What follows belongs to an exercise in optimizing a design on an open flow for small area; a production flow would make more cautious choices.
In this exercise RTL edits were held to simulation tests only and were not proved equivalent to the original.
Power figures rest on the tool's default switching activity, not on a simulated workload.

$ cat flow/design.v
module yuv_terms (
input      [7:0]  U,
input      [7:0]  V,
output     [26:0] t
);
wire t1 = V[1] | V[0];
wire t2 = V[2] | t1;
wire t3 = ~V[0];
wire t4 = (V[3] & t3) | (V[3] & t2) | (t3 & t2);
wire t5 = ~V[1];
wire t6 = (V[4] & t5) | (V[4] & t4) | (t5 & t4);
wire t7 = ~V[2];
wire t8, t9;
fa fa_t8 (.a(V[5]), .b(t7), .c(V[0]), .s(t8), .co(t9));
wire t10 = t8 & t6;
wire t11 = ~V[3];
wire t12, t13;
fa fa_t12 (.a(V[6]), .b(t11), .c(V[1]), .s(t12), .co(t13));
wire t14 = (t9 & t12) | (t9 & t10) | (t12 & t10);
wire t15, t16;
fa fa_t15 (.a(V[7]), .b(V[2]), .c(V[0]), .s(t15), .co(t16));
wire t17 = ~V[4];
wire t18, t19;
fa fa_t18 (.a(t17), .b(t13), .c(t15), .s(t18), .co(t19));
wire t20 = t18 | t14;
wire t21 = ~V[5];
wire t22, t23;
fa fa_t22 (.a(t21), .b(V[3]), .c(V[1]), .s(t22), .co(t23));
wire t24, t25;
fa fa_t24 (.a(t16), .b(t22), .c(t19), .s(t24), .co(t25));
wire t26 = t24 ^ t20;
wire t27 = t24 | t20;
wire t28 = ~V[6];
wire t29, t30;
fa fa_t29 (.a(t28), .b(V[4]), .c(V[2]), .s(t29), .co(t30));
wire t31, t32;
fa fa_t31 (.a(t3), .b(t23), .c(t29), .s(t31), .co(t32));
wire t33, t34;
fa fa_t33 (.a(t31), .b(t25), .c(t27), .s(t33), .co(t34));
wire t35 = ~V[7];
wire t36, t37;
fa fa_t36 (.a(t35), .b(V[5]), .c(V[3]), .s(t36), .co(t37));
wire t38, t39;
fa fa_t38 (.a(t5), .b(t30), .c(t36), .s(t38), .co(t39));
wire t40, t41;
fa fa_t40 (.a(t32), .b(t38), .c(t34), .s(t40), .co(t41));
wire t42, t43;
fa fa_t42 (.a(V[6]), .b(V[4]), .c(t7), .s(t42), .co(t43));
wire t44, t45;
fa fa_t44 (.a(t37), .b(t42), .c(t39), .s(t44), .co(t45));
wire t46, t47;
fa fa_t46 (.a(t44), .b(t41), .c(t40), .s(t46), .co(t47));
wire t48, t49;
fa fa_t48 (.a(V[7]), .b(V[5]), .c(t11), .s(t48), .co(t49));
wire t50, t51;
fa fa_t50 (.a(t43), .b(t48), .c(t45), .s(t50), .co(t51));
wire t52, t53;
fa fa_t52 (.a(t50), .b(t47), .c(t46), .s(t52), .co(t53));
wire t54, t55;
fa fa_t54 (.a(V[6]), .b(t17), .c(t49), .s(t54), .co(t55));
wire t56, t57;
fa fa_t56 (.a(t54), .b(t51), .c(t53), .s(t56), .co(t57));
wire t58, t59;
fa fa_t58 (.a(V[7]), .b(t21), .c(t55), .s(t58), .co(t59));
wire t60, t61;
fa fa_t60 (.a(t58), .b(t57), .c(t56), .s(t60), .co(t61));
wire t62, t63;
fa fa_t62 (.a(t28), .b(t59), .c(t61), .s(t62), .co(t63));
wire t64 = t35 ^ t63 ^ t62;
wire t65 = U[5] ^ U[3];
wire t66 = U[5] & U[3];
wire t67 = U[6] ^ U[4];
wire t68 = U[6] & U[4];
wire t69 = U[7] ^ U[5];
wire t70 = U[7] | U[5];
wire t71 = U[6] ^ U[4];
wire t72 = U[6] & ~U[4];
wire t73 = U[2] ^ U[0];
wire t74 = U[2] & U[0];
wire t75 = U[3] ^ U[1];
wire t76 = U[3] | U[1];
wire t77 = ~U[0];
wire t78, t79;
fa fa_t78 (.a(U[4]), .b(U[2]), .c(t77), .s(t78), .co(t79));
wire t80 = U[1] ^ t65;
wire t81 = ~U[1] | t65;
wire t82 = ~U[2];
wire t83, t84;
fa fa_t83 (.a(t82), .b(t66), .c(t67), .s(t83), .co(t84));
wire t85 = ~t68;
wire t86, t87;
fa fa_t86 (.a(U[3]), .b(t85), .c(t69), .s(t86), .co(t87));
wire t88 = t70 ^ t71;
wire t89 = t70 | ~t71;
wire t90 = ~U[5];
wire t91, t92;
fa fa_t91 (.a(U[7]), .b(t90), .c(t72), .s(t91), .co(t92));
wire t93 = (t74) & (~t75);
wire t94 = (t74) | (~t75);
wire t95 = (t76) & (t78);
wire t96 = (t76) | (t78);
wire t97 = (U[1]) | (U[0]);
wire t98 = (t94) & (t73);
wire t99 = (t93) | (t98);
wire t100 = (t94) & (t97);
wire t101 = (t99) | (t100);
wire t102 = (t96) & (t101);
wire t103 = (t95) | (t102);
wire t104 = (t96) & (t94);
wire t105 = V[5] ^ V[3];
wire t106 = V[5] & V[3];
wire t107 = V[6] ^ V[4];
wire t108 = V[6] | V[4];
wire t109 = V[7] ^ V[5];
wire t110 = V[7] & V[5];
wire t111 = V[6] ^ V[3];
wire t112 = V[6] | V[3];
wire t113 = V[7] ^ V[4];
wire t114 = V[7] & V[4];
wire t115 = V[5] ^ V[2];
wire t116 = V[5] | V[2];
wire t117 = V[6] ^ V[3];
wire t118 = V[6] & V[3];
wire t119 = V[7] ^ V[4];
wire t120 = V[7] | V[4];
wire t121 = V[5] ^ V[3];
wire t122 = V[5] & ~V[3];
wire t123 = V[6] ^ V[4];
wire t124 = V[6] & ~V[4];
wire t125 = V[2] ^ V[0];
wire t126 = V[2] & V[0];
wire t127 = V[3] ^ V[1];
wire t128 = V[3] | V[1];
wire t129 = V[4] ^ V[2];
wire t130 = V[4] | V[2];
wire t131 = V[0] ^ t105;
wire t132 = V[0] | t105;
wire t133 = ~t107;
wire t134, t135;
fa fa_t134 (.a(V[1]), .b(t106), .c(t133), .s(t134), .co(t135));
wire t136, t137;
fa fa_t136 (.a(V[2]), .b(t108), .c(t109), .s(t136), .co(t137));
wire t138 = ~t111;
wire t139, t140;
fa fa_t139 (.a(V[0]), .b(t110), .c(t138), .s(t139), .co(t140));
wire t141, t142;
fa fa_t141 (.a(V[1]), .b(t112), .c(t113), .s(t141), .co(t142));
wire t143 = ~t114;
wire t144, t145;
fa fa_t144 (.a(V[0]), .b(t143), .c(t115), .s(t144), .co(t145));
wire t146, t147;
fa fa_t146 (.a(t5), .b(t116), .c(t117), .s(t146), .co(t147));
wire t148 = ~t118;
wire t149, t150;
fa fa_t149 (.a(V[2]), .b(t148), .c(t119), .s(t149), .co(t150));
wire t151 = t120 ^ t121;
wire t152 = t120 | ~t121;
wire t153 = t122 ^ t123;
wire t154 = t122 | ~t123;
wire t155, t156;
fa fa_t155 (.a(V[7]), .b(t21), .c(t124), .s(t155), .co(t156));
wire t157 = (t126) & (~t127);
wire t158 = (t126) | (~t127);
wire t159 = (t128) & (~t129);
wire t160 = (t128) | (~t129);
wire t161 = (t130) & (~t131);
wire t162 = (t130) | (~t131);
wire t163 = (t132) & (t134);
wire t164 = (t132) | (t134);
wire t165 = (t135) & (t136);
wire t166 = (t135) | (t136);
wire t167 = (t137) & (t139);
wire t168 = (t137) | (t139);
wire t169 = (t140) & (t141);
wire t170 = (t140) | (t141);
wire t171 = (V[1]) | (V[0]);
wire t172 = (t158) & (t125);
wire t173 = (t157) | (t172);
wire t174 = (t162) & (t159);
wire t175 = (t161) | (t174);
wire t176 = (t162) & (t160);
wire t177 = (t166) & (t163);
wire t178 = (t165) | (t177);
wire t179 = (t166) & (t164);
wire t180 = (t170) & (t167);
wire t181 = (t169) | (t180);
wire t182 = (t170) & (t168);
wire t183 = (t158) & (t171);
wire t184 = (t173) | (t183);
wire t185 = (t179) & (t175);
wire t186 = (t178) | (t185);
wire t187 = (t179) & (t176);
wire t188 = (t187) & (t184);
wire t189 = (t186) | (t188);
wire t190 = (t187) & (t158);
wire t191 = (t182) & (t189);
wire t192 = (t181) | (t191);
wire t193 = (t182) & (t190);
wire t194, t195;
fa fa_t194 (.a(t79), .b(t80), .c(t142), .s(t194), .co(t195));
wire t196 = ~t144;
wire t197, t198;
fa fa_t197 (.a(t196), .b(t194), .c(t103), .s(t197), .co(t198));
wire t199 = t197 ^ t192;
wire t200 = t197 & t192;
wire t201, t202;
fa fa_t201 (.a(t81), .b(t83), .c(t146), .s(t201), .co(t202));
wire t203 = ~t145;
wire t204, t205;
fa fa_t204 (.a(t203), .b(t195), .c(t201), .s(t204), .co(t205));
wire t206, t207;
fa fa_t206 (.a(t204), .b(t198), .c(t200), .s(t206), .co(t207));
wire t208 = ~t86;
wire t209, t210;
fa fa_t209 (.a(t84), .b(t147), .c(t208), .s(t209), .co(t210));
wire t211, t212;
fa fa_t211 (.a(t202), .b(t209), .c(t205), .s(t211), .co(t212));
wire t213 = ~t149;
wire t214, t215;
fa fa_t214 (.a(t213), .b(t211), .c(t207), .s(t214), .co(t215));
wire t216 = ~t87;
wire t217, t218;
fa fa_t217 (.a(t88), .b(t151), .c(t216), .s(t217), .co(t218));
wire t219 = ~t150;
wire t220, t221;
fa fa_t220 (.a(t219), .b(t210), .c(t217), .s(t220), .co(t221));
wire t222, t223;
fa fa_t222 (.a(t220), .b(t212), .c(t215), .s(t222), .co(t223));
wire t224, t225;
fa fa_t224 (.a(t89), .b(t152), .c(t153), .s(t224), .co(t225));
wire t226, t227;
fa fa_t226 (.a(t91), .b(t224), .c(t218), .s(t226), .co(t227));
wire t228, t229;
fa fa_t228 (.a(t221), .b(t226), .c(t223), .s(t228), .co(t229));
wire t230, t231;
fa fa_t230 (.a(U[6]), .b(t154), .c(t92), .s(t230), .co(t231));
wire t232, t233;
fa fa_t232 (.a(t155), .b(t225), .c(t230), .s(t232), .co(t233));
wire t234, t235;
fa fa_t234 (.a(t227), .b(t232), .c(t229), .s(t234), .co(t235));
wire t236, t237;
fa fa_t236 (.a(U[6]), .b(U[7]), .c(t28), .s(t236), .co(t237));
wire t238 = ~t236;
wire t239, t240;
fa fa_t239 (.a(t238), .b(t156), .c(t231), .s(t239), .co(t240));
wire t241, t242;
fa fa_t241 (.a(t233), .b(t239), .c(t235), .s(t241), .co(t242));
wire t243, t244;
fa fa_t243 (.a(V[6]), .b(V[7]), .c(t237), .s(t243), .co(t244));
wire t245 = ~t243;
wire t246, t247;
fa fa_t246 (.a(t245), .b(t240), .c(t242), .s(t246), .co(t247));
wire t248 = ~t244;
wire t249 = t248 ^ t247 ^ t246;
wire t250 = U[7] ^ U[5];
wire t251 = U[7] | U[5];
wire t252 = U[6] ^ U[4];
wire t253 = ~U[6] & U[4];
wire t254 = U[7] ^ U[5];
wire t255 = ~U[7] | U[5];
wire t256 = U[6] ^ U[3];
wire t257 = U[6] | ~U[3];
wire t258 = U[7] ^ U[4];
wire t259 = U[7] & ~U[4];
wire t260 = U[5] ^ U[2];
wire t261 = ~U[5] & U[2];
wire t262 = U[6] ^ U[3];
wire t263 = ~U[6] & U[3];
wire t264 = U[2] ^ U[0];
wire t265 = U[2] | U[0];
wire t266 = U[3] ^ U[1];
wire t267 = U[3] | U[1];
wire t268, t269;
fa fa_t268 (.a(U[4]), .b(U[2]), .c(t77), .s(t268), .co(t269));
wire t270 = ~U[1];
wire t271, t272;
fa fa_t271 (.a(U[5]), .b(U[3]), .c(t270), .s(t271), .co(t272));
wire t273, t274;
fa fa_t273 (.a(U[6]), .b(U[4]), .c(t82), .s(t273), .co(t274));
wire t275, t276;
fa fa_t275 (.a(U[3]), .b(t77), .c(t250), .s(t275), .co(t276));
wire t277, t278;
fa fa_t277 (.a(U[1]), .b(t251), .c(t252), .s(t277), .co(t278));
wire t279, t280;
fa fa_t279 (.a(t82), .b(t253), .c(t254), .s(t279), .co(t280));
wire t281, t282;
fa fa_t281 (.a(U[0]), .b(t255), .c(t256), .s(t281), .co(t282));
wire t283 = ~t258;
wire t284, t285;
fa fa_t284 (.a(U[1]), .b(t257), .c(t283), .s(t284), .co(t285));
wire t286 = t259 ^ t260;
wire t287 = t259 | ~t260;
wire t288 = t261 ^ t262;
wire t289 = t261 | ~t262;
wire t290 = ~U[7];
wire t291, t292;
fa fa_t291 (.a(t290), .b(U[4]), .c(t263), .s(t291), .co(t292));
wire t293 = (~t265) & (t266);
wire t294 = (~t265) | (t266);
wire t295 = (~t267) & (~t268);
wire t296 = (~t267) | (~t268);
wire t297 = (~t269) & (~t271);
wire t298 = (~t269) | (~t271);
wire t299 = (~t272) & (~t273);
wire t300 = (~t272) | (~t273);
wire t301 = (~t274) & (t275);
wire t302 = (~t274) | (t275);
wire t303 = (t276) & (~t277);
wire t304 = (t276) | (~t277);
wire t305 = (t296) & (t293);
wire t306 = (t295) | (t305);
wire t307 = (t296) & (t294);
wire t308 = (t300) & (t297);
wire t309 = (t299) | (t308);
wire t310 = (t300) & (t298);
wire t311 = (t304) & (t301);
wire t312 = (t303) | (t311);
wire t313 = (t304) & (t302);
wire t314 = (~U[1]) & (~U[0]);
wire t315 = (t264) | (t314);
wire t316 = (t310) & (t306);
wire t317 = (t309) | (t316);
wire t318 = (t310) & (t307);
wire t319 = (t318) & (t315);
wire t320 = (t317) | (t319);
wire t321 = (t313) & (t320);
wire t322 = (t312) | (t321);
wire t323 = ~t278;
wire t324, t325;
fa fa_t324 (.a(t323), .b(t279), .c(t322), .s(t324), .co(t325));
wire t326, t327;
fa fa_t326 (.a(t280), .b(t281), .c(t325), .s(t326), .co(t327));
wire t328, t329;
fa fa_t328 (.a(t282), .b(t284), .c(t327), .s(t328), .co(t329));
wire t330, t331;
fa fa_t330 (.a(t286), .b(t285), .c(t329), .s(t330), .co(t331));
wire t332, t333;
fa fa_t332 (.a(t287), .b(t288), .c(t331), .s(t332), .co(t333));
wire t334, t335;
fa fa_t334 (.a(t289), .b(t291), .c(t333), .s(t334), .co(t335));
wire t336, t337;
fa fa_t336 (.a(t90), .b(t292), .c(t335), .s(t336), .co(t337));
wire t338 = ~U[6];
wire t339, t340;
fa fa_t339 (.a(U[5]), .b(t338), .c(t337), .s(t339), .co(t340));
wire t341 = U[6] ^ U[7] ^ t340;
assign t[0] = t26;
assign t[1] = t33;
assign t[2] = t40;
assign t[3] = t46;
assign t[4] = t52;
assign t[5] = t56;
assign t[6] = t60;
assign t[7] = t62;
assign t[8] = t64;
assign t[9] = t199;
assign t[10] = t206;
assign t[11] = t214;
assign t[12] = t222;
assign t[13] = t228;
assign t[14] = t234;
assign t[15] = t241;
assign t[16] = t246;
assign t[17] = t249;
assign t[18] = t324;
assign t[19] = t326;
assign t[20] = t328;
assign t[21] = t330;
assign t[22] = t332;
assign t[23] = t334;
assign t[24] = t336;
assign t[25] = t339;
assign t[26] = t341;
endmodule
module yuv_to_rgb (
input      [7:0]  y0,
input      [7:0]  y1,
input      [26:0] t,
output     [47:0] rgb
);
wire p1 = y0[0] ^ t[0];
wire p2 = y0[0] & t[0];
wire p3 = ~t[1];
wire p4, p5;
fa fa_p4 (.a(y0[1]), .b(p2), .c(p3), .s(p4), .co(p5));
wire p6, p7;
fa fa_p6 (.a(y0[2]), .b(t[2]), .c(p5), .s(p6), .co(p7));
wire p8, p9;
fa fa_p8 (.a(y0[3]), .b(p7), .c(t[3]), .s(p8), .co(p9));
wire p10 = ~t[4];
wire p11, p12;
fa fa_p11 (.a(y0[4]), .b(p9), .c(p10), .s(p11), .co(p12));
wire p13, p14;
fa fa_p13 (.a(y0[5]), .b(t[5]), .c(p12), .s(p13), .co(p14));
wire p15 = ~t[6];
wire p16, p17;
fa fa_p16 (.a(y0[6]), .b(p14), .c(p15), .s(p16), .co(p17));
wire p18, p19;
fa fa_p18 (.a(y0[7]), .b(t[7]), .c(p17), .s(p18), .co(p19));
wire r_y0_sel = p19 ^ ~t[8];
wire [7:0] r_y0 = {(r_y0_sel ? p19 : p18), (r_y0_sel ? p19 : p16), (r_y0_sel ? p19 : p13), (r_y0_sel ? p19 : p11), (r_y0_sel ? p19 : p8), (r_y0_sel ? p19 : p6), (r_y0_sel ? p19 : p4), (r_y0_sel ? p19 : p1)};
wire p20 = y0[0] ^ t[9];
wire p21 = y0[0] & t[9];
wire p22, p23;
fa fa_p22 (.a(y0[1]), .b(p21), .c(t[10]), .s(p22), .co(p23));
wire p24, p25;
fa fa_p24 (.a(y0[2]), .b(t[11]), .c(p23), .s(p24), .co(p25));
wire p26, p27;
fa fa_p26 (.a(y0[3]), .b(t[12]), .c(p25), .s(p26), .co(p27));
wire p28, p29;
fa fa_p28 (.a(y0[4]), .b(t[13]), .c(p27), .s(p28), .co(p29));
wire p30, p31;
fa fa_p30 (.a(y0[5]), .b(t[14]), .c(p29), .s(p30), .co(p31));
wire p32, p33;
fa fa_p32 (.a(y0[6]), .b(t[15]), .c(p31), .s(p32), .co(p33));
wire p34 = ~t[16];
wire p35, p36;
fa fa_p35 (.a(y0[7]), .b(p34), .c(p33), .s(p35), .co(p36));
wire g_y0_sel = p36 ^ t[17];
wire [7:0] g_y0 = {(g_y0_sel ? p36 : p35), (g_y0_sel ? p36 : p32), (g_y0_sel ? p36 : p30), (g_y0_sel ? p36 : p28), (g_y0_sel ? p36 : p26), (g_y0_sel ? p36 : p24), (g_y0_sel ? p36 : p22), (g_y0_sel ? p36 : p20)};
wire p37 = y0[0] ^ t[18];
wire p38 = y0[0] & t[18];
wire p39, p40;
fa fa_p39 (.a(y0[1]), .b(p38), .c(t[19]), .s(p39), .co(p40));
wire p41, p42;
fa fa_p41 (.a(y0[2]), .b(t[20]), .c(p40), .s(p41), .co(p42));
wire p43, p44;
fa fa_p43 (.a(y0[3]), .b(t[21]), .c(p42), .s(p43), .co(p44));
wire p45, p46;
fa fa_p45 (.a(y0[4]), .b(t[22]), .c(p44), .s(p45), .co(p46));
wire p47, p48;
fa fa_p47 (.a(y0[5]), .b(t[23]), .c(p46), .s(p47), .co(p48));
wire p49, p50;
fa fa_p49 (.a(y0[6]), .b(t[24]), .c(p48), .s(p49), .co(p50));
wire p51, p52;
fa fa_p51 (.a(y0[7]), .b(t[25]), .c(p50), .s(p51), .co(p52));
wire b_y0_sel = p52 ^ t[26];
wire [7:0] b_y0 = {(b_y0_sel ? p52 : p51), (b_y0_sel ? p52 : p49), (b_y0_sel ? p52 : p47), (b_y0_sel ? p52 : p45), (b_y0_sel ? p52 : p43), (b_y0_sel ? p52 : p41), (b_y0_sel ? p52 : p39), (b_y0_sel ? p52 : p37)};
wire p53 = y1[0] ^ t[0];
wire p54 = y1[0] & t[0];
wire p55, p56;
fa fa_p55 (.a(y1[1]), .b(p54), .c(p3), .s(p55), .co(p56));
wire p57, p58;
fa fa_p57 (.a(y1[2]), .b(t[2]), .c(p56), .s(p57), .co(p58));
wire p59, p60;
fa fa_p59 (.a(y1[3]), .b(p58), .c(t[3]), .s(p59), .co(p60));
wire p61, p62;
fa fa_p61 (.a(y1[4]), .b(p60), .c(p10), .s(p61), .co(p62));
wire p63, p64;
fa fa_p63 (.a(y1[5]), .b(t[5]), .c(p62), .s(p63), .co(p64));
wire p65, p66;
fa fa_p65 (.a(y1[6]), .b(p64), .c(p15), .s(p65), .co(p66));
wire p67, p68;
fa fa_p67 (.a(y1[7]), .b(t[7]), .c(p66), .s(p67), .co(p68));
wire r_y1_sel = p68 ^ ~t[8];
wire [7:0] r_y1 = {(r_y1_sel ? p68 : p67), (r_y1_sel ? p68 : p65), (r_y1_sel ? p68 : p63), (r_y1_sel ? p68 : p61), (r_y1_sel ? p68 : p59), (r_y1_sel ? p68 : p57), (r_y1_sel ? p68 : p55), (r_y1_sel ? p68 : p53)};
wire p69 = y1[0] ^ t[9];
wire p70 = y1[0] & t[9];
wire p71, p72;
fa fa_p71 (.a(y1[1]), .b(p70), .c(t[10]), .s(p71), .co(p72));
wire p73, p74;
fa fa_p73 (.a(y1[2]), .b(t[11]), .c(p72), .s(p73), .co(p74));
wire p75, p76;
fa fa_p75 (.a(y1[3]), .b(t[12]), .c(p74), .s(p75), .co(p76));
wire p77, p78;
fa fa_p77 (.a(y1[4]), .b(t[13]), .c(p76), .s(p77), .co(p78));
wire p79, p80;
fa fa_p79 (.a(y1[5]), .b(t[14]), .c(p78), .s(p79), .co(p80));
wire p81, p82;
fa fa_p81 (.a(y1[6]), .b(t[15]), .c(p80), .s(p81), .co(p82));
wire p83, p84;
fa fa_p83 (.a(y1[7]), .b(p34), .c(p82), .s(p83), .co(p84));
wire g_y1_sel = p84 ^ t[17];
wire [7:0] g_y1 = {(g_y1_sel ? p84 : p83), (g_y1_sel ? p84 : p81), (g_y1_sel ? p84 : p79), (g_y1_sel ? p84 : p77), (g_y1_sel ? p84 : p75), (g_y1_sel ? p84 : p73), (g_y1_sel ? p84 : p71), (g_y1_sel ? p84 : p69)};
wire p85 = y1[0] ^ t[18];
wire p86 = y1[0] & t[18];
wire p87, p88;
fa fa_p87 (.a(y1[1]), .b(p86), .c(t[19]), .s(p87), .co(p88));
wire p89, p90;
fa fa_p89 (.a(y1[2]), .b(t[20]), .c(p88), .s(p89), .co(p90));
wire p91, p92;
fa fa_p91 (.a(y1[3]), .b(t[21]), .c(p90), .s(p91), .co(p92));
wire p93, p94;
fa fa_p93 (.a(y1[4]), .b(t[22]), .c(p92), .s(p93), .co(p94));
wire p95, p96;
fa fa_p95 (.a(y1[5]), .b(t[23]), .c(p94), .s(p95), .co(p96));
wire p97, p98;
fa fa_p97 (.a(y1[6]), .b(t[24]), .c(p96), .s(p97), .co(p98));
wire p99, p100;
fa fa_p99 (.a(y1[7]), .b(t[25]), .c(p98), .s(p99), .co(p100));
wire b_y1_sel = p100 ^ t[26];
wire [7:0] b_y1 = {(b_y1_sel ? p100 : p99), (b_y1_sel ? p100 : p97), (b_y1_sel ? p100 : p95), (b_y1_sel ? p100 : p93), (b_y1_sel ? p100 : p91), (b_y1_sel ? p100 : p89), (b_y1_sel ? p100 : p87), (b_y1_sel ? p100 : p85)};
assign rgb = {r_y0, g_y0, b_y0, r_y1, g_y1, b_y1};
endmodule
module fa (input a, input b, input c, output s, output co);
assign s  = a ^ b ^ c;
assign co = (a & b) | (a & c) | (b & c);
endmodule
module yuv422_to_rgb (
input             pclk               ,
input             presetn            ,
input      [31:0] paddr              ,
input      [31:0] pwdata             ,
output reg [31:0] prdata             ,
input             pwrite             ,
input             psel               ,
input             penable            ,
output            pslverr            ,
output            pready             ,
output reg        irq                ,
output reg [95:0] rgb_out
);
wire wr_setup  = psel & ~penable &  pwrite;
wire rd_setup  = psel & ~penable & ~pwrite;
wire wr_access = psel &  penable &  pwrite;
reg        cnt_writes;
reg        loaded;      
reg        conv1;       
reg        conv2;       
reg        wr0, wr1;    
reg [31:0] yuv_mem [0:1];   
reg        written0, written1;   
reg [47:0] pix01;       
wire idle = ~loaded & ~conv1 & ~conv2;
assign pready  = 1'b1;
assign pslverr = 1'b0;
always @(posedge pclk or negedge presetn)
	if (~presetn) begin
		cnt_writes <= 1'b0;
		loaded     <= 1'b0;
		conv1      <= 1'b0;
		conv2      <= 1'b0;
		irq        <= 1'b0;
		wr0        <= 1'b0;
		wr1        <= 1'b0;
	end else begin
		if (wr_access) cnt_writes <= ~cnt_writes;
		conv1  <= wr_access & cnt_writes & ~conv1;
		conv2  <= conv1 & ~conv2;
		irq    <= conv2 & ~irq;
		loaded <= loaded ? ~(wr_access & cnt_writes) : (wr_setup & ~conv1 & ~conv2);
		wr0    <= wr_setup & (paddr[7:0] == 8'h10);
		wr1    <= wr_setup & (paddr[7:0] == 8'h14);
	end
always @(posedge pclk or negedge presetn)
	if (~presetn) begin
		written0 <= 1'b0;
		written1 <= 1'b0;
	end else begin
		if (wr0) written0 <= 1'b1;
		if (wr1) written1 <= 1'b1;
	end
always @(posedge pclk) begin
	if (wr0) yuv_mem[0] <= pwdata;
	if (wr1) yuv_mem[1] <= pwdata;
end
wire sel1 = conv2 & written1;
wire sel0 = ~conv2 & written0;
wire [31:0] cin = ({32{sel1}} & yuv_mem[1]) | ({32{sel0}} & yuv_mem[0]);
wire [26:0] terms;
wire [47:0] pix;
yuv_terms chroma (.U(cin[15:8]), .V(cin[31:24]), .t(terms));
yuv_to_rgb conv (.y0(cin[7:0]), .y1(cin[23:16]), .t(terms), .rgb(pix));
always @(posedge pclk)
	pix01 <= pix;
always @(posedge pclk or negedge presetn)
	if (~presetn) rgb_out <= 96'd0; else
	if (conv2)    rgb_out <= {pix01, pix};
reg [23:0] rd_pix;
always @(*)
	case (paddr[3:2])
		2'd0: rd_pix = rgb_out[95:72];
		2'd1: rd_pix = rgb_out[71:48];
		2'd2: rd_pix = rgb_out[47:24];
		default: rd_pix = rgb_out[23:0];
	endcase
always @(posedge pclk or negedge presetn)
	if (~presetn) prdata <= 32'd0; else
	if (rd_setup)
		case (paddr[7:0])
			8'h20: prdata <= {32{idle}};
			8'h30, 8'h34, 8'h38, 8'h3c: prdata <= {rd_pix, 8'd0};
		endcase
endmodule
$ cat flow/flow/run.sh
#!/bin/bash
# The standard layout flow (the standard.sh: ORFS with the standard
# synthesis), with two changes to how the layout is made:
#  - the buffers that placement puts on every input and output port are made
#    from the smallest buffer cell (buf_1) instead of clkdlybuf4s50_1;
#  - clock tree synthesis uses clkbuf_8 buffers on sink clusters of at most
#    12 flip-flops within 60 um, and no dummy loads.
# standard.sh's output goes to standard.log; each ORFS step keeps its own
# full log under orfs/logs.
export BUFFER_PORTS_ARGS="-buffer_cell sky130_fd_sc_hd__buf_1"
export CTS_ARGS="-sink_clustering_enable -repair_clock_nets -dont_use_dummy_load -buf_list sky130_fd_sc_hd__clkbuf_8 -sink_clustering_size 16 -sink_clustering_max_diameter 60"
bash standard.sh > standard.log 2>&1
$ cat flow/standard.sh
#!/bin/bash
# synth_recipe.tcl (not shown) runs the flow's synth.tcl, then flattens the netlist and writes it again
# the make line also repeats each setting of config.mk as NAME=value (left out here)
make -C /OpenROAD-flow-scripts/flow DESIGN_CONFIG=/design/flow/config.mk WORK_HOME=/design/flow/orfs CLKGATE_MAP_FILE= SYNTH_SCRIPT=/design/flow/synth_recipe.tcl "${@:-finish}"
$ cat flow/config.mk
export PLATFORM = sky130hd
export DESIGN_NAME = yuv422_to_rgb
export DESIGN_NICKNAME = yuv422_to_rgb
export VERILOG_FILES = /design/flow/design.v
export SDC_FILE = /design/flow/constraint.sdc
export NUM_CORES = 4
export LEC_CHECK = 0
export CAP_MARGIN = 20
export CORE_MARGIN = 2
export CORE_UTILIZATION = 40
export SLEW_MARGIN = 20
export SYNTH_HIERARCHICAL = 1
$ cat flow/constraint.sdc
create_clock -name core_clock -period 9.0 [get_ports {pclk}]
set_input_delay 1.8000 -clock core_clock [delete_from_list [all_inputs] [get_ports {pclk}]]
set_output_delay 1.8000 -clock core_clock [all_outputs]
set_load 0.01 [all_outputs]
==> results of run 1 <==
==> sequential cells by signal, summed over array words and instances, names as in the netlist <==
signal	flops
loaded	1
pix01	48
wr0	1
conv1	1
written0	1
conv2	1
yuv_mem	64
cnt_writes	1
irq	1
prdata	25
rgb_out	96
wr1	1
written1	1
==> layout make-up <==
type                       count  area (um^2)  area share (%)
multi-input combinational    540         6190            43.2
sequential                   242         6140            42.8
timing repair buffer         189          776            5.41
tap                          442          553            3.86
inverter                      93          349            2.43
clock buffer                  24          330            2.30
==> critical path, stage by stage, from the launching register on <==
cell and delay (ns):
dfrtp_4 0.50, nor2b_2 0.60, a22o_1 0.59, inv_1 0.30, ha_1 0.39, inv_1 0.06, fa_1 0.48, maj3_1 0.35
a221oi_1 0.20, o31ai_1 0.12, a22o_1 0.25, ha_1 0.20, fa_1 0.38, fa_1 0.39, fa_1 0.40, fa_1 0.39
fa_1 0.39, fa_1 0.39, fa_1 0.54, inv_1 0.09, fa_1 0.62, nor2_1 0.16, o21ai_0 0.18, mux2_2 0.33
==> modules after synthesis, one instance, submodules excluded <==
| module | area [um^2] | cells inside |
|---|---|---|
| fa | 20.0 | 1 |
| yuv422_to_rgb | 8970 | 545 |
| yuv_terms | 1160 | 168 |
| yuv_to_rgb | 772 | 136 |
==> logic make-up (layout without fill, tap and decap cells) <==
logic type / Yosys count / in the layout / share of synthesized area [%]
xor+xnor: 7 / 7 / 0.463
compound gates: 111 / 111 / 6.13
mux: 120 / 120 / 12.4
other cells: 2 / 2 / 0.0568
flops: 242 / 242 / 46.4
buf+inv: 183 / 306 / 6.99
fa+ha+maj: 178 / 178 / 23.1
simple gates: 122 / 122 / 4.52
==> worst max-delay path by stage <==
stage	end	slack, ns	cells after the start	from
after floorplan	rgb_out[33]	1.44	26	conv2
after global placement	rgb_out[39]	0.36	22	conv2
after detailed placement	rgb_out[39]	0.25	22	conv2
after CTS	rgb_out[39]	0.29	22	conv2
after global routing	rgb_out[9]	0.11	23	conv2
final	rgb_out[39]	0.61	23	conv2
==> routing by layer <==
metal | up-vias | routed length, um | track usage (%)
met5 | - | 0 | 0
met4 | 0 | 510 | 3.65
met3 | 38 | 1660 | 2.72
met2 | 234 | 12800 | 26.2
met1 | 3942 | 13800 | 24.7
li1 | 3552 | - | -
==> metrics by stage <==
stage	hold slack, ns	area (um^2)
after global routing	0.432	14300
after CTS	0.419	14300
after detailed placement	0.423	14000
final	0.417	14300
after floorplan	0.430	13200
after global placement	0.413	14000
==> cells in the mapped netlist (3+ instances only) <==
library cell  instances
buf_4                42
o22ai_1               3
a22o_1               33
dfrtp_1             130
o21ai_0              35
nor2_1               39
maj3_1               10
xnor2_1               6
ha_1                 40
a32oi_1              24
edfxtp_1             64
a221oi_1              3
mux2_2               96
maj3_2               12
nor3_1                4
mux4_2               20
mux4_1                4
buf_6                 5
buf_2                20
nand2_1              37
inv_1                93
clkbuf_2              5
nand4_1              24
fa_1                116
nor2b_1               3
nand3_1               3
clkbuf_1             16
o31ai_1               3
a21oi_1               5
dfxtp_1              48
==> power by group through the flow <==
stage | Sequential, mW | Combinational, mW | Clock (mW)
after floorplan | 1.48 | 0.625 | 0
after global placement | 1.46 | 0.849 | 0
after detailed placement | 1.46 | 0.871 | 0
after CTS | 1.44 | 0.874 | 0.599
after global routing | 1.46 | 0.973 | 0.638
final | 1.44 | 0.868 | 0.573
==> impl_metrics.csv, run 1 <==
group,metric,value,unit
run,maxCapViolations,0,
finish,nFillCells,3036,
place,portBuffers,173,
yosys,synth-main-ff-cell,"dfrtp_1",
clocking,h-tree-depth,1,
global_routing,grt_pass1_vias,7828,
pwr,power_density,201,nW/um^2
routing,drt-total-wl,28800,um
pwr,p_seq_share,50.0,%
sta,tightest_slew,0.945,ns
yosys,syn-instance-count,965,
pwr,power.leakage,6.08,nW
clocking,post_cts_resized,0,
routing,dr.pass1.iters,4,
global_routing,grt_usage,16.8,%
routing,route.detailed.drc,0,
yosys,synth_top_area_share,24.6,%
routing,viasPerCell,5.08,
yosys,avgSynthCellArea,13.7,um^2
worst_hold_path,holdPathEnd,"rgb_out[74]",
sta,min_period,8.39,ns
sta,fmax,119,MHz
routing,routed-via-count,7766,
global_routing,antenna_found_initial,0,
clocking,clkSinkCount,242,
critical_path,rrSetupSlack,0.61,ns
critical_path,cp-start-kind,"flip-flop",
pwr,power.switching,0.944,mW
floorplanning,core,32500,um^2
finish,insertedDiodeCount,0,
critical_path,worstRegToRegCells,23,
clocking,clk_pin_slew,0.09,ns
finish,syn_to_final_growth,8.35,%
place,dp_hpwl,21900,um
floorplanning,die_w,186,um
floorplanning,die_area,34600,um^2
critical_path,required,9.46,ns
yosys,ys_warn_count,8,
yosys,synth_edf_count,64,
pwr,pwr-share-comb,30.1,%
finish,nets,1315,
finish,final_cell_mix,"buf_1 (170), dfrtp_1 (129), fa_1 (116)",
clocking,cts_hold_buffers,0,
pwr,power,2.88,mW
pwr,intPower,1.94,mW
sta,finalHoldViolCount,0,
routing,drt_iter0_drc,351,
clocking,postCtsSetupRepairBufs,0,
yosys,synth_top_cell_by_area,"dfrtp_1",
floorplanning,initial_utilization,40.7,%
sta,finalClockSkew,0.0804,ns
finish,layout-drive-gt1-share,16.8,%
place,place.gp.congestion,0.879,
critical_path,worstPathArrival,8.85,ns
pwr,ir_worst_vdd,124,uV
global_routing,grt_pass1_wl,44700,um
floorplanning,fp-row-count,66,
yosys,synthesis.area,13200,um^2
routing,ant_nets,0,
floorplanning,die_h,186,um
place,pre_cts_ws,0.246,ns
clocking,tritoncts,"yes",
sta,setup_viol,0,
critical_path,r2r_end,"rgb_out[39]",
yosys,synth_seq_cells,242,
sta,rsz0062_at_grt,"false",
floorplanning,pin_count,200,
worst_hold_path,hp-class,"flip-flop to flip-flop",
finish,final_common_cell,"buf_1",
clocking,clock_path_buffers,3,
yosys,yosysUniqueCellTypes,48,
critical_path,reg2reg_from,"conv2",
critical_path,crit_path_end_kind,"flip-flop",
yosys,netlist_top_cells_area,"dfrtp_1 (25%), fa_1 (18%), edfxtp_1 (15%), mux2_2 (8.2%), dfxtp_1 (7.3%)",
yosys,ys_seq_area_share,46.4,%
sta,fin_setup_tns,0,ns
critical_path,cp_max_fo,16,
clocking,clock_latency,0.57,ns
sta,finalMaxSlewViolations,0,
critical_path,crit_type,"flip-flop to flip-flop",
sta,fin_crit_sh,93.2,%
status,status,"no timing/DRC/antenna violations",
sta,fin_ws,0.612,ns
global_routing,grt_max_degree,67,
pwr,switching_share,32.8,%
routing,wl_per_cell,18.8,um
global_routing,grt_overflow,0,
clocking,cts_buffers,24,
worst_hold_path,hp-start,"pix01[26]",
finish,fin_util,44.1,%
yosys,ys_async_sr_fraction,53.7,%
clocking,root_buffer,"clkbuf_8",
yosys,syn_nets,1190,
sta,max_slew_margin,37.0,%
finish,layout.cells.non_filler,1530,
worst_hold_path,hold_path_depth,1,
pwr,pwr-share-clk,19.9,%
place,dp_cells,1506,
==> run 2: changes to the inputs <==
--- a/flow/flow/run.sh
+++ b/flow/flow/run.sh
@@ -6,3 +6,3 @@
 #  - clock tree synthesis uses clkbuf_8 buffers on sink clusters of at most
-#    12 flip-flops within 60 um, and no dummy loads.
+#    16 flip-flops within 60 um, and no dummy loads.
 # standard.sh's output goes to standard.log; each ORFS step keeps its own
==> run 2 against run 1 <==
Against the previous run: first-iteration DRC count unchanged; still clean; routed wire length unchanged; total power unchanged; hold slack unchanged; maximum frequency unchanged; largest power group unchanged; critical endpoint unchanged; sequential cell count unchanged.
==> impl_metrics.csv, run 2 <==
group,metric,value,unit
floorplanning,fp-row-count,66,
place,place.gp.congestion,0.879,
status,status,"no timing/DRC/antenna violations",
sta,min_period,8.39,ns
floorplanning,pin_count,200,
critical_path,cp_slowest_stage_delay,0.62,ns
clocking,clock_latency,0.57,ns
critical_path,crit_top_cell,"fa_1",
yosys,yosysUniqueCellTypes,48,
finish,largest_register_ffs,96,
routing,ant_nets,0,
yosys,synthesis.area,13200,um^2
clocking,clk_pin_slew,0.09,ns
finish,top_register,"rgb_out",
critical_path,required,9.46,ns
place,dp_hpwl,21900,um
pwr,power.leakage,6.08,nW
global_routing,grt_usage,16.8,%
critical_path,cp_max_fo,16,
sta,finalHoldViolCount,0,
yosys,ys_async_sr_fraction,53.7,%
sta,tightest_slew,0.945,ns
pwr,power_density,201,nW/um^2
clocking,h-tree-depth,1,
sta,fin_crit_sh,93.2,%
routing,dr.pass1.iters,4,
yosys,yosys.cell_count.top_type,"dfrtp_1",
yosys,ys_seq_area_share,46.4,%
yosys,synth-main-ff-cell,"dfrtp_1",
finish,seqCellArea,6140,um^2
sta,finalMaxSlewViolations,0,
clocking,tritoncts,"yes",
critical_path,crit_path_end_kind,"flip-flop",
sta,max_slew_margin,37.0,%
global_routing,grt_overflow,0,
global_routing,grt_pass1_wl,44700,um
sta,rsz0062_at_grt,"false",
clocking,cts_buffers,24,
finish,insertedDiodeCount,0,
finish,reg.largest.list,"rgb_out x96, yuv_mem x64, pix01 x48",
clocking,clkSinkCount,242,
global_routing,grt_pass1_vias,7828,
clocking,root_buffer,"clkbuf_8",
critical_path,crit_path_cell_trace,"nor2b_2 > a22o_1 > inv_1 > ha_1 > inv_1 > fa_1 > maj3_1 > a221oi_1 > o31ai_1 > a22o_1 > ha_1 > fa_1 > fa_1 > fa_1 > fa_1 > fa_1 > fa_1 > fa_1 > inv_1 > fa_1 > nor2_1 > o21ai_0 > mux2_2",
sta,setup_viol,0,
finish,final_cell_mix,"buf_1 (170), dfrtp_1 (129), fa_1 (116)",
yosys,syn_nets,1190,
yosys,synth_seq_cells,242,
place,portBuffers,173,
yosys,synth_top_cell_by_area,"dfrtp_1",
routing,drt-total-wl,28800,um
yosys,yosys-top-cells-count,"dfrtp_1 (130), fa_1 (116), mux2_2 (96)",
yosys,ys_warn_count,8,
routing,routed-via-count,7766,
floorplanning,core,32500,um^2
yosys,synth_edf_count,64,
global_routing,grt_max_degree,67,
critical_path,worstPathArrival,8.85,ns
global_routing,antenna_found_initial,0,
sta,finalClockSkew,0.0804,ns
finish,syn_to_final_growth,8.35,%
floorplanning,die_area,34600,um^2
routing,route.detailed.drc,0,
routing,wl_per_cell,18.8,um
yosys,netlist_top_cells_area,"dfrtp_1 (25%), fa_1 (18%), edfxtp_1 (15%), mux2_2 (8.2%), dfxtp_1 (7.3%)",
routing,drt_iter0_drc,351,
finish,nets,1315,
finish,final_common_cell,"buf_1",
finish,layout-drive-gt1-share,16.8,%
routing,viasPerCell,5.08,
clocking,clock_path_buffers,3,
yosys,syn-instance-count,965,
finish,nFillCells,3036,
floorplanning,initial_utilization,40.7,%
pwr,ir_worst_vdd,124,uV
run,maxCapViolations,0,
sta,fin_setup_tns,0,ns
sta,fmax,119,MHz
finish,multi_input_area,6190,um^2
critical_path,crit_type,"flip-flop to flip-flop",
floorplanning,die_w,186,um
pwr,power,2.88,mW
critical_path,slowest_stage,"fa_1",
critical_path,cp-start-kind,"flip-flop",
worst_hold_path,hp-class,"flip-flop to flip-flop",
yosys,synth_top_area_share,24.6,%
floorplanning,die_h,186,um
clocking,cts_hold_buffers,0,
yosys,avgSynthCellArea,13.7,um^2
[run 2: cell counts after synthesis]
No cell type changed its count.
[run 2: cell type report]
class	count	share of cell area [%]
timing repair buffer	189	5.41
clock buffer	24	2.30
sequential	242	42.8
tap	442	3.86
inverter	93	2.43
multi-input combinational	540	43.2
[run 2: path summary, 6_finish.rpt]
check                      startpoint     endpoint  slack (ns)  cells past startpoint
max                             conv2  rgb_out[39]        0.61                     23
min                         pix01[26]  rgb_out[74]        0.42                      1
max reg2reg                     conv2  rgb_out[39]        0.61                     23
min reg2reg                 pix01[26]  rgb_out[74]        0.42                      1
max in group asynchronous     presetn  rgb_out[26]        6.10                      2
min in group asynchronous     presetn  rgb_out[86]        1.39                      1
[run 2: kinds of logic (layout without fill, tap and decap cells)]
kind of cell | after synthesis | after routing | share of synthesized area [%]
DFF | 242 | 242 | 46.4
buffers and inverters | 183 | 306 | 6.99
adders and majority gates | 178 | 178 | 23.1
and+or+nand+nor | 122 | 122 | 4.52
muxes | 120 | 120 | 12.4
AOI/OAI and AO/OA | 111 | 111 | 6.13
xor gates and xnor gates | 7 | 7 | 0.463
other | 2 | 2 | 0.0568
[run 2: Yosys stat by module (local to each module, per instance)]
| module | cells inside | cell area (um^2) | copies in the design | flops+latches |
|---|---|---|---|---|
| fa | 1 | 20.0 | 116 | 0 |
| yuv_to_rgb | 136 | 772 | 1 | 0 |
| yuv_terms | 168 | 1160 | 1 | 0 |
| yuv422_to_rgb | 545 | 8970 | 1 | 242 |
[run 2: per-stage QoR]
| step | utilization, % | hold WS [ns] | worst slack (ns) | std cells | instance area, um^2 |
|---|---|---|---|---|---|
| global route | 44.1 | 0.432 | 0.109 | 1530 | 14300 |
| finish | 44.1 | 0.417 | 0.612 | 1530 | 14300 |
| detailed placement | 43.0 | 0.423 | 0.246 | 1506 | 14000 |
| CTS | 44.0 | 0.419 | 0.291 | 1530 | 14300 |
| global placement | 43.0 | 0.413 | 0.364 | 1506 | 14000 |
| floorplan | - | 0.430 | 1.44 | 965 | 13200 |
[run 2: metal layers]
layer | up-vias | track usage [%] | wire length (um)
met3 | 38 | 2.72 | 1660
met2 | 234 | 26.2 | 12800
met1 | 3942 | 24.7 | 13800
met4 | 0 | 3.65 | 510
met5 | - | 0 | 0
li1 | 3552 | - | -
[run 2: worst max-delay path, delay by kind of cell (launching register included)]
kind	cells	cell delay, ns
mux	1	0.33
compound gates	5	1.34
simple gates	2	0.76
buf+inv	3	0.45
flops	1	0.50
fa+ha+maj	12	4.92
[run 2: power by group]
part / switching, mW / internal [mW] / total, mW
logic: 0.480 / 0.388 / 0.868
clock network: 0.337 / 0.236 / 0.573
registers: 0.127 / 1.31 / 1.44
[run 2: what timing repair did]
item,CTS,global route
setup buffers,0,0
endpoints found under the setup margin,0,19
gates resized for setup,0,2

afterwards: timing with drivers on the ports:
In the flow no input, the clock included, has a driving cell. The finished layouts below were timed again as built, in two steps.
Step 1 assumes that a clkbuf_16 drives the clock port and a buf_2 every other input.
Step 2, shift: input delay + t, output delay - t, t = (earliest + latest rising clock arrival at the registers) / 2. This alone moves slack from input paths to output paths.
a / b / c = ideal / step 1 / step 2; a / b = the first two.
| run | t, ns | slack for setup (ns) | worst data-port slew with drivers (ns) |
|---|---|---|---|
| run 1 | 0.571 | 0.612 / 0.612 / 0.612 | 0.06 |
| run 2 | 0.571 | 0.612 / 0.612 / 0.612 | 0.06 |
After both steps every run listed still meets setup and hold.
